This design comes from an exercise in tuning for small area, a short achievable clock period and few clock cycles on the open sky130 flow, not from production work. Function was checked by simulation only, so behaviour that the tests miss may differ from the original. The flow treats the clock pin as an ideal source. Dropping or thinning the clock tree relies on that and would not hold on a real chip. No activity file was given, so power comes from the tool's default toggle rates.

==> flow/design.v (excerpt) <==
module LZ77_Encoder(clk,reset,chardata,valid,encode,finish,offset,match_len,char_nxt);
Size: ~440 cells after synthesis, ~130 flip-flops, about 28 I/O pins, roughly 4600 um2 of cells after synthesis.
==> flow/config.mk <==
export PLATFORM = sky130hd
export DESIGN_NAME = LZ77_Encoder
export DESIGN_NICKNAME = LZ77_Encoder
export VERILOG_FILES = /design/flow/design.v
export SDC_FILE = /design/flow/constraint.sdc
export NUM_CORES = 4
export LEC_CHECK = 0
export CAP_MARGIN = 20
export CORE_MARGIN = 2
export CORE_UTILIZATION = 70
export PLACE_DENSITY = 0.75
export SLEW_MARGIN = 20
==> flow/constraint.sdc <==
create_clock -name core_clock -period 10.0 [get_ports {clk}]
set_input_delay 2.0000 -clock core_clock [delete_from_list [all_inputs] [get_ports {clk}]]
set_output_delay 2.0000 -clock core_clock [all_outputs]
set_load 0.01 [all_outputs]
standard.sh (not shown) runs the stock make flow with config.mk's settings and CLKGATE_MAP_FILE= SYNTH_SCRIPT=/design/flow/synth_recipe.tcl, a recipe that flattens the netlist after the stock synthesis.
==> flow/flow/run.sh <==
#!/bin/bash
# Own layout flow: the standard flow (standard.sh), with
#  - synthesis by flow/synth.tcl: the standard synthesis script, but ABC
#    maps the logic with an area-oriented script (flow/abc_area.script),
#  - port buffers of buf_2 instead of the default clkdlybuf4s50_1,
#  - a larger setup target for ORFS's timing repair,
#  - a one-level clock tree (flow/cts.tcl) in place of TritonCTS.
# Each step's full output goes to a log file of its own in this folder.
set -euo pipefail
export FLOW_DIR_OWN=$PWD/flow
export OWN_ABC_SCRIPT=$PWD/flow/abc_area.script
export MCT_COLS=${MCT_COLS:-2}
export MCT_ROWS=${MCT_ROWS:-2}
VARS=("SYNTH_SCRIPT=$PWD/flow/synth.tcl" "BUFFER_PORTS_ARGS=-buffer_cell sky130_fd_sc_hd__buf_2" "SETUP_SLACK_MARGIN=7.4")
bash standard.sh "${VARS[@]}" place > flow_place.log 2>&1
bash standard.sh "${VARS[@]}" run RUN_SCRIPT=$PWD/flow/cts.tcl RUN_LOG_NAME_STEM=4_1_cts > flow_cts.log 2>&1
bash standard.sh "${VARS[@]}" finish > flow_finish.log 2>&1
Other scripts of this flow, unchanged in this note and not shown: flow/flow/abc_area.script, flow/flow/clkbuf.tcl, flow/flow/cts.tcl, flow/flow/synth.tcl
Testbench counts at the start, summed over its fixed seeds: cycles 12,332.
Edit:
--- a/flow/flow/run.sh
+++ b/flow/flow/run.sh
@@ -13,3 +13,3 @@
 export MCT_ROWS=${MCT_ROWS:-2}
-VARS=("SYNTH_SCRIPT=$PWD/flow/synth.tcl" "BUFFER_PORTS_ARGS=-buffer_cell sky130_fd_sc_hd__buf_2" "SETUP_SLACK_MARGIN=7.4")
+VARS=("SYNTH_SCRIPT=$PWD/flow/synth.tcl" "BUFFER_PORTS_ARGS=-buffer_cell sky130_fd_sc_hd__buf_4" "SETUP_SLACK_MARGIN=7.35")
 bash standard.sh "${VARS[@]}" place > flow_place.log 2>&1
--- a/flow/config.mk
+++ b/flow/config.mk
@@ -9,4 +9,4 @@
 export CORE_MARGIN = 2
-export CORE_UTILIZATION = 70
-export PLACE_DENSITY = 0.75
+export CORE_UTILIZATION = 50
+export PLACE_DENSITY = 0.85
 export SLEW_MARGIN = 20
Effect: The changed run passed the timing, design-rule and antenna checks. Critical path depth is unchanged. Sequential cell count is unchanged. Utilization decreases by 23 points. Fmax decreases by 0.53%. Design area increases by 1.6%. Setup slack is worse by 14 ps. Die area increases by 38%. Wire length increases by 1.1%. Global-route usage decreases by 6.8 points.
Edit:
--- a/flow/flow/run.sh
+++ b/flow/flow/run.sh
@@ -13,3 +13,3 @@
 export MCT_ROWS=${MCT_ROWS:-2}
-VARS=("SYNTH_SCRIPT=$PWD/flow/synth.tcl" "BUFFER_PORTS_ARGS=-buffer_cell sky130_fd_sc_hd__buf_4" "SETUP_SLACK_MARGIN=7.35")
+VARS=("SYNTH_SCRIPT=$PWD/flow/synth.tcl" "BUFFER_PORTS_ARGS=-buffer_cell sky130_fd_sc_hd__buf_2" "SETUP_SLACK_MARGIN=7.4")
 bash standard.sh "${VARS[@]}" place > flow_place.log 2>&1
--- a/flow/config.mk
+++ b/flow/config.mk
@@ -9,4 +9,4 @@
 export CORE_MARGIN = 2
-export CORE_UTILIZATION = 50
-export PLACE_DENSITY = 0.85
+export CORE_UTILIZATION = 80
+export PLACE_DENSITY = 0.9
 export SLEW_MARGIN = 20
After rerunning: The changed run went through all stages and came out clean; cell count fell by 6.7%; wire length rose by 53%; worst setup slack is worse by 210 ps.
Edit:
--- a/flow/flow/run.sh
+++ b/flow/flow/run.sh
@@ -13,3 +13,3 @@
 export MCT_ROWS=${MCT_ROWS:-2}
-VARS=("SYNTH_SCRIPT=$PWD/flow/synth.tcl" "BUFFER_PORTS_ARGS=-buffer_cell sky130_fd_sc_hd__buf_2" "SETUP_SLACK_MARGIN=7.4")
+VARS=("SYNTH_SCRIPT=$PWD/flow/synth.tcl" "BUFFER_PORTS_ARGS=-buffer_cell sky130_fd_sc_hd__buf_2" "SETUP_SLACK_MARGIN=7.3")
 bash standard.sh "${VARS[@]}" place > flow_place.log 2>&1
--- a/flow/config.mk
+++ b/flow/config.mk
@@ -9,4 +9,4 @@
 export CORE_MARGIN = 2
-export CORE_UTILIZATION = 80
-export PLACE_DENSITY = 0.9
+export CORE_UTILIZATION = 50
+export PLACE_DENSITY = 0.85
 export SLEW_MARGIN = 20
Effect: Synthesized area is unchanged. Design area fell by a few percent. Clock skew hardly moves. Setup slack gains 180 ps. First-iteration DRC count fell by well over a third. Routed wire length fell by a quarter to a third. Via count fell by about a fifth.
Edit:
--- a/flow/flow/run.sh
+++ b/flow/flow/run.sh
@@ -13,3 +13,3 @@
 export MCT_ROWS=${MCT_ROWS:-2}
-VARS=("SYNTH_SCRIPT=$PWD/flow/synth.tcl" "BUFFER_PORTS_ARGS=-buffer_cell sky130_fd_sc_hd__buf_2" "SETUP_SLACK_MARGIN=7.3")
+VARS=("SYNTH_SCRIPT=$PWD/flow/synth.tcl" "BUFFER_PORTS_ARGS=-buffer_cell sky130_fd_sc_hd__buf_2" "SETUP_SLACK_MARGIN=7.4")
 bash standard.sh "${VARS[@]}" place > flow_place.log 2>&1
--- a/flow/config.mk
+++ b/flow/config.mk
@@ -9,3 +9,3 @@
 export CORE_MARGIN = 2
-export CORE_UTILIZATION = 50
+export CORE_UTILIZATION = 70
 export PLACE_DENSITY = 0.85
Result:
- via count goes up by 0.88%
- worst hold slack gets worse by 5.5 ps
- die area goes down by 28%
Edit:
--- a/flow/config.mk
+++ b/flow/config.mk
@@ -9,3 +9,3 @@
 export CORE_MARGIN = 2
-export CORE_UTILIZATION = 70
+export CORE_UTILIZATION = 50
 export PLACE_DENSITY = 0.85
Result:
- global-route usage decreases by 7.7 points
- cell area went up by 1.0%
- power increases by 0.38%
- first-iteration DRC count grows by 48%
- register-to-register slack loses 40 ps
- via count shrinks by 1.2%
- routed wire length decreases by 0.47%
No run of this note takes its clock network from TritonCTS; it comes from the design's own scripts or RTL.

---

run A:
LZ77_Encoder, a different RTL version from the one above (not shown whole).
Size: roughly 28 I/O pins, about 0.0044 mm2 of cells after synthesis.
Settings: LEC_CHECK=0, CAP_MARGIN=20, CORE_MARGIN=2, CORE_UTILIZATION=70, PLACE_DENSITY=0.85, SLEW_MARGIN=20; clock period 10.0 ns.
==> flow/flow/run.sh <==
#!/bin/bash
# Own layout flow: the standard flow (standard.sh), with
#  - synthesis by flow/synth.tcl: the standard synthesis script, but ABC
#    maps the logic with an area-oriented script (flow/abc_area.script),
#  - port buffers of buf_2 instead of the default clkdlybuf4s50_1,
#  - a larger setup target for ORFS's timing repair,
#  - a one-level clock tree (flow/cts.tcl) in place of TritonCTS.
# Each step's full output goes to a log file of its own in this folder.
set -euo pipefail
export FLOW_DIR_OWN=$PWD/flow
export OWN_ABC_SCRIPT=$PWD/flow/abc_area.script
export MCT_COLS=${MCT_COLS:-2}
export MCT_ROWS=${MCT_ROWS:-2}
VARS=("SYNTH_SCRIPT=$PWD/flow/synth.tcl" "BUFFER_PORTS_ARGS=-buffer_cell sky130_fd_sc_hd__buf_2" "SETUP_SLACK_MARGIN=7.4")
bash standard.sh "${VARS[@]}" place > flow_place.log 2>&1
bash standard.sh "${VARS[@]}" run RUN_SCRIPT=$PWD/flow/cts.tcl RUN_LOG_NAME_STEM=4_1_cts > flow_cts.log 2>&1
bash standard.sh "${VARS[@]}" finish > flow_finish.log 2>&1
==> flow/flow/abc_area.script <==
strash
&get -n
&st
&dch -f
&nf -R 1000 -a
&put
topo
Other scripts of this flow, unchanged in this note and not shown: flow/flow/clkbuf.tcl, flow/flow/cts.tcl, flow/flow/synth.tcl
Testbench counts of run A, summed over its fixed seeds: cycles 12,332.
The following lists how run B was set up differently from run A:
Settings: PLACE_DENSITY changed from 0.85 to 0.9; CORE_UTILIZATION changed from 70 to 55.
-- flow/flow/run.sh --
<<< run A, line 12
export MCT_COLS=${MCT_COLS:-2}
export MCT_ROWS=${MCT_ROWS:-2}
VARS=("SYNTH_SCRIPT=$PWD/flow/synth.tcl" "BUFFER_PORTS_ARGS=-buffer_cell sky130_fd_sc_hd__buf_2" "SETUP_SLACK_MARGIN=7.4")
bash standard.sh "${VARS[@]}" place > flow_place.log 2>&1
bash standard.sh "${VARS[@]}" run RUN_SCRIPT=$PWD/flow/cts.tcl RUN_LOG_NAME_STEM=4_1_cts > flow_cts.log 2>&1
>>> run B, line 12
export MCT_COLS=${MCT_COLS:-2}
export MCT_ROWS=${MCT_ROWS:-2}
VARS=("SYNTH_SCRIPT=$PWD/flow/synth.tcl" "BUFFER_PORTS_ARGS=-buffer_cell sky130_fd_sc_hd__buf_2" "SETUP_SLACK_MARGIN=7.33")
bash standard.sh "${VARS[@]}" place > flow_place.log 2>&1
bash standard.sh "${VARS[@]}" run RUN_SCRIPT=$PWD/flow/cts.tcl RUN_LOG_NAME_STEM=4_1_cts > flow_cts.log 2>&1
[summary]
Summary of run B over run A: wire length down 4.8%; total non-filler cell area in the finished layout down 0.37%; number of vias in the routed layout down 33; average wire length per cell after detail routing down about 9%; total buffers and inverters traversed by the critical path down 1. The origin of the worst setup path comes out E[5][5] in one run and match_len[0] in the other, namely in run A and run B respectively. Die area | run B > run A. Run B has less setup slack than run A. Any difference in source-to-sink clock delay at the later pin of the worst-skew pair between run A and run B is small enough to ignore. Run B against run A: core outline area now larger; clock network fraction of total power has decreased. A critical path start-end classification of reg2out is what run B shows, while reg2reg belongs to run A. For portion of the clock cycle consumed by the worst path in the final layout, run B and run A come out practically identical.
## Diff of input files: run C against run B
Settings: PLACE_DENSITY: 0.9 -> 0.85; CORE_UTILIZATION: 55 -> 60.
==> flow/flow/abc_area.script <==
strash
&get -n
&st
&dch -f
&nf -R 1000
&st
&dch -f
&nf -R 1000
&put
topo
## What came out
- In summary, run C completed successfully, with a layout that passed the timing, design-rule and antenna checks.
- Of the two values seen for end point of the critical path, match_len[0] was produced by run B and char_nxt[3] by run C.
- Run C: final weighted congestion of routability-driven global placement is about 10% higher than what run B reported.
- Run C ends up with a share of cell area taken by multi-input logic gates that is 1.2 points lower than in run B.
- Relative to run B, the row count measured on run C has decreased by a few percent.
- Wire length on met1 is higher on run C
- Any difference in total power draw between run C and run B is small enough to ignore.
diff inputs: run C => run D
Settings: PLACE_DENSITY now 0.8, was 0.85; CORE_UTILIZATION now 65, was 60.
==> flow/flow/abc_area.script <==
strash
&get -n
&st
&dch -f
&nf -R 1000 -a
&put
topo
Results
[compare] base=run C new=run D: power decreased by about 0.64% relative to the old numbers; met1 layer wirelength in the final routing decreased by 5.3% relative to the old numbers; end-of-flow core utilization increased by 6.0 points relative to the old numbers; sequential share of cell area increased by 1.0 points relative to the old numbers.
[inputs] run E vs run D
Settings: CORE_UTILIZATION: 65 -> 60; PLACE_DENSITY: 0.8 -> 0.85.
Notes after the runs:
- Delta (run E minus run D): max-capacitance violation count stayed essentially flat; share of synthesized area occupied by flip-flops and latches closely matched the old numbers; internal portion of total power level.
- Relative to run D, the standard cell core area of run E is higher by about 11%.
- Re combinational power: run D was higher than run E.
- Final worst setup slack: run E vs run D, no meaningful difference
- The final reports for run E and run D show clock network power share higher in the former.
- Lower total power was reported by run D, not run E.
- Diff run D..run E | minimum clock period | negligible
- Reported for run D and run E, number of cells on the critical path turned out identical to the last digit.
Relative to run E, the following input files were edited for run F:
Settings: CORE_UTILIZATION now 70, was 60.
Results
- Share of the cycle needed by the critical path after routing ends up higher on run F.
- On sequential portion of the cell area, run F and run E are neck and neck.
- Taking run F over run E, the met3 wire length ratio works out to 1.18.
- Post-route worst setup slack down 0.026 ns in run F wrt run E
- Total routing usage reported by global routing (lower): run E
- In the flow results for run F and run E, the initial standard-cell utilization of the core is smaller on run E.
- Run F and run E ended up with nearly the same final area.
In every run of this note, the design's own scripts or RTL, not TritonCTS, make the clock network.

---

== wip/maple ==
LZ77_Encoder, a different RTL version from the one above (not shown whole).
For scale: roughly 460 cells after synthesis, roughly 140 flip-flops, about 28 I/O pins, roughly 0.0049 mm^2 of cells after synthesis.
==> flow/config.mk <==
export PLATFORM = sky130hd
export DESIGN_NAME = LZ77_Encoder
export DESIGN_NICKNAME = LZ77_Encoder
export VERILOG_FILES = /design/flow/design.v
export SDC_FILE = /design/flow/constraint.sdc
export NUM_CORES = 4
export LEC_CHECK = 0
export CAP_MARGIN = 20
export CORE_MARGIN = 2
export CORE_UTILIZATION = 50
export PLACE_DENSITY = 0.85
export SLEW_MARGIN = 20
==> flow/constraint.sdc <==
create_clock -name core_clock -period 10.0 [get_ports {clk}]
set_input_delay 2.0000 -clock core_clock [delete_from_list [all_inputs] [get_ports {clk}]]
set_output_delay 2.0000 -clock core_clock [all_outputs]
set_load 0.01 [all_outputs]
==> flow/flow/run.sh <==
#!/bin/bash
# Own layout flow: the standard flow (standard.sh), with
#  - synthesis by flow/synth.tcl: the standard synthesis script, but ABC
#    maps the logic with an area-oriented script (flow/abc_area.script),
#  - port buffers of buf_2 instead of the default clkdlybuf4s50_1,
#  - a larger setup target for ORFS's timing repair,
#  - a one-level clock tree (flow/cts.tcl) in place of TritonCTS.
# Each step's full output goes to a log file of its own in this folder.
set -euo pipefail
export FLOW_DIR_OWN=$PWD/flow
export OWN_ABC_SCRIPT=$PWD/flow/abc_area.script
export MCT_COLS=${MCT_COLS:-2}
export MCT_ROWS=${MCT_ROWS:-2}
VARS=("SYNTH_SCRIPT=$PWD/flow/synth.tcl" "BUFFER_PORTS_ARGS=-buffer_cell sky130_fd_sc_hd__buf_2" "SETUP_SLACK_MARGIN=7.35")
bash standard.sh "${VARS[@]}" place > flow_place.log 2>&1
bash standard.sh "${VARS[@]}" run RUN_SCRIPT=$PWD/flow/cts.tcl RUN_LOG_NAME_STEM=4_1_cts > flow_cts.log 2>&1
bash standard.sh "${VARS[@]}" finish > flow_finish.log 2>&1
==> flow/flow/abc_area.script <==
strash
&get -n
&st
&dch -f
&nf -R 1000
&put
topo
==> flow/flow/synth.tcl <==
# The standard synthesis (synth_recipe.tcl), with one change: ABC maps the
# logic with flow/abc_area.script instead of ORFS's speed script. Registers are
# not touched by ABC, so they are the standard synthesis's.
proc synth {args} { yosys synth -nofsm -noshare {*}$args }
proc abc {args} {
  set i [lsearch -exact $args -script]
  if { $i >= 0 } { lset args [expr {$i + 1}] $::env(OWN_ABC_SCRIPT) }
  yosys abc {*}$args
}
source $::env(SCRIPTS_DIR)/synth.tcl
# left out here: clear keep_hierarchy, flatten, clean up, hide names made inside functions, write 1_2_yosys.v
Other scripts of this flow, unchanged in this note and not shown: flow/flow/clkbuf.tcl, flow/flow/cts.tcl
Testbench counts of wip/maple, summed over its fixed seeds: cycles 12,338.
[inputs] wip/nickel vs wip/maple
==> flow/flow/abc_area.script <==
strash
&get -n
&st
&deepsyn -T 20
&dch -f
&nf -R 1000 -a
&put
topo
Results
On cell count after synthesis: between wip/nickel and wip/maple, it ends up higher for wip/maple.
From wip/maple to wip/nickel the numbers moved as follows: routed wire length +2.9%, multi-input combinational cell count has decreased, compound-cell area share of the yosys netlist rose 1.7 points, total via count in the routed design has decreased.
wip/nickel vs wip/maple, capture point of the worst path: offset[0] vs match_len[2]
Share of the synthesized netlist area taken by xor and xnor gates down 1.7 points in wip/nickel wrt wip/maple
wip/nickel vs. wip/maple: non-clock inverter total of the final layout dropped 3; global-route usage climbed 0.66 points.
wip/maple: no failed stages, no open violations at the end
wip/nickel reached the final stage; the timing, design-rule and antenna checks on its layout passed.
Relative slew slack ended up 1.0 points higher on wip/nickel than on wip/maple.
Summary: with wip/maple as the reference, height of the chip in wip/nickel moved down slightly.
Sequential cell area sits higher in wip/nickel than in wip/maple.
Input-level comparison between wip/violet and wip/nickel:
==> flow/flow/abc_area.script <==
strash
&get -n
&st
&dch -f
&nf -R 1000 -a
&put
topo
==> run notes <==
- wip/violet finished all stages; the layout is clean.
- Diff wip/nickel -> wip/violet: total stage count of the critical path now sits lower; clock group share of total power now sits lower.
- Lower switching power total goes to wip/violet over wip/nickel.
- Per the comparison of wip/violet with wip/nickel, biggest cell delay along the critical path went down by 0.19 ns; number of fill cells went up by about 5.4%.
What wip/amber does differently from wip/violet at the input level:
- PLACE_DENSITY: 0.85 -> 0.6
==> comparison <==
As far as sequential share of layout area is concerned, wip/amber and wip/violet perform about the same.
Final core area utilization ends up higher on wip/violet.
The final reports for wip/amber and wip/violet show setup slack on the worst flop-to-flop path higher in the former.
The flow did not stop early for wip/amber: all stages ran, and the layout cleared the timing, design-rule and antenna checks.
Between wip/violet and wip/amber, the total power after layout does not differ in any meaningful way.
Changes observed in wip/amber relative to wip/violet: reported net switching power increased by 0.0000025 W relative to the old numbers; final wirelength decreased by about 3% relative to the old numbers; fraction of final layout cells with drive strength greater than 1 decreased by 1.1 points relative to the old numbers.
Between wip/amber and wip/violet, the fmax does not differ in any meaningful way.
[inputs] wip/delta vs wip/amber
-- flow/flow/run.sh --
<<< wip/amber, line 3
#  - synthesis by flow/synth.tcl: the standard synthesis script, but ABC
#    maps the logic with an area-oriented script (flow/abc_area.script),
>>> wip/delta, line 3
<<< wip/amber, line 11
export OWN_ABC_SCRIPT=$PWD/flow/abc_area.script
>>> wip/delta, line 9
<<< wip/amber, line 14
VARS=("SYNTH_SCRIPT=$PWD/flow/synth.tcl" "BUFFER_PORTS_ARGS=-buffer_cell sky130_fd_sc_hd__buf_2" "SETUP_SLACK_MARGIN=7.35")
>>> wip/delta, line 11
VARS=("BUFFER_PORTS_ARGS=-buffer_cell sky130_fd_sc_hd__buf_2" "SETUP_SLACK_MARGIN=7.35")
removed: flow/flow/abc_area.script
removed: flow/flow/synth.tcl
--- outcome ---
- Against wip/amber, wip/delta reports a post-cts gate resize count that is lower.
- Looking at height of the die, wip/delta sits 2.5% higher than wip/amber does.
- The combinational power number comes out higher for wip/amber vs wip/delta.
- In the tables for wip/amber and wip/delta, share of the final layout cell area in sequential cells reads lower with wip/delta.
- Going from wip/amber to wip/delta, die outline area grew by a few percent.
- In wip/delta, the share of total power consumed by net switching came out 0.33 points below the value in wip/amber.
- Compared with wip/amber, wip/delta shows a lower clock network fraction of total power.
- Starting utilization of the core area, wip/amber and wip/delta: larger value in wip/delta
- Final worst-path setup slack: wip/amber vs wip/delta, no meaningful difference
- Compared with wip/amber, wip/delta shows a final RePlAce weighted congestion that is 6.5% higher.
In every run of this note, the design's own scripts or RTL, not TritonCTS, make the clock network.

==> afterwards: timing with drivers on the ports <==
The flow's constraints put no driver on any port. The routed layouts listed below were extracted and timed again, unchanged, in two steps.
Step 1 (the two cells are an assumption about what drives the block):
set clk [get_ports {clk}]
set_driving_cell -lib_cell sky130_fd_sc_hd__clkbuf_16 $clk
set_driving_cell -lib_cell sky130_fd_sc_hd__buf_2 [delete_from_list [all_inputs] $clk]
Step 2 adds t to the input delays and takes it off the output delays; t is the mean of the earliest and latest rising clock arrival at the registers after step 1. Input paths then give back, and output paths get back, about the clock's delay inside the block.
a / b / c = ideal ports / drivers / drivers and shift; a / b = the first two.
run	t, ns	slack for setup (ns)	hold slack, ns	worst register clock-pin slew, ns	worst data-port slew with drivers (ns)
the first run of note 1	0.250	7.366 / 7.284 / 7.271	0.353 / 0.353 / 0.353	0.11 / 0.11	0.03
the second run of note 1	0.251	7.352 / 7.271 / 7.201	0.348 / 0.348 / 0.348	0.12 / 0.12	0.04
the third run of note 1	0.256	7.145 / 7.145 / 7.145	0.363 / 0.363 / 0.363	0.12 / 0.12	0.04
the fourth run of note 1	0.251	7.327 / 7.281 / 7.129	0.353 / 0.353 / 0.353	0.11 / 0.11	0.03
the fifth run of note 1	0.247	7.372 / 7.292 / 7.271	0.348 / 0.348 / 0.348	0.11 / 0.11	0.03
the sixth run of note 1	0.247	7.347 / 7.267 / 7.258	0.352 / 0.352 / 0.352	0.12 / 0.12	0.04
run A	0.245	7.365 / 7.292 / 7.334	0.352 / 0.352 / 0.352	0.11 / 0.11	0.04
run B	0.245	7.361 / 7.277 / 7.414	0.350 / 0.350 / 0.350	0.10 / 0.10	0.03
run C	0.240	7.347 / 7.271 / 7.402	0.352 / 0.352 / 0.352	0.11 / 0.11	0.03
run D	0.240	7.382 / 7.302 / 7.365	0.347 / 0.347 / 0.347	0.10 / 0.10	0.03
run E	0.241	7.382 / 7.305 / 7.413	0.348 / 0.349 / 0.349	0.11 / 0.11	0.03
run F	0.247	7.356 / 7.274 / 7.371	0.349 / 0.349 / 0.349	0.11 / 0.11	0.03
wip/maple	0.254	7.366 / 7.284 / 7.423	0.352 / 0.352 / 0.352	0.12 / 0.12	0.03
wip/nickel	0.259	7.242 / 7.242 / 7.242	0.354 / 0.354 / 0.354	0.12 / 0.12	0.03
wip/violet	0.254	7.366 / 7.284 / 7.423	0.352 / 0.352 / 0.352	0.12 / 0.12	0.03
wip/amber	0.253	7.361 / 7.283 / 7.536	0.354 / 0.354 / 0.354	0.12 / 0.12	0.03
wip/delta	0.254	7.361 / 7.280 / 7.305	0.346 / 0.346 / 0.346	0.12 / 0.12	0.03
After both steps every run listed still meets setup and hold. For the fourth run of note 1, which loses most, drivers alone change the setup slack by -0.046 ns; drivers and shift together by -0.198 ns. The worst setup slack also covers recovery checks on asynchronous resets.
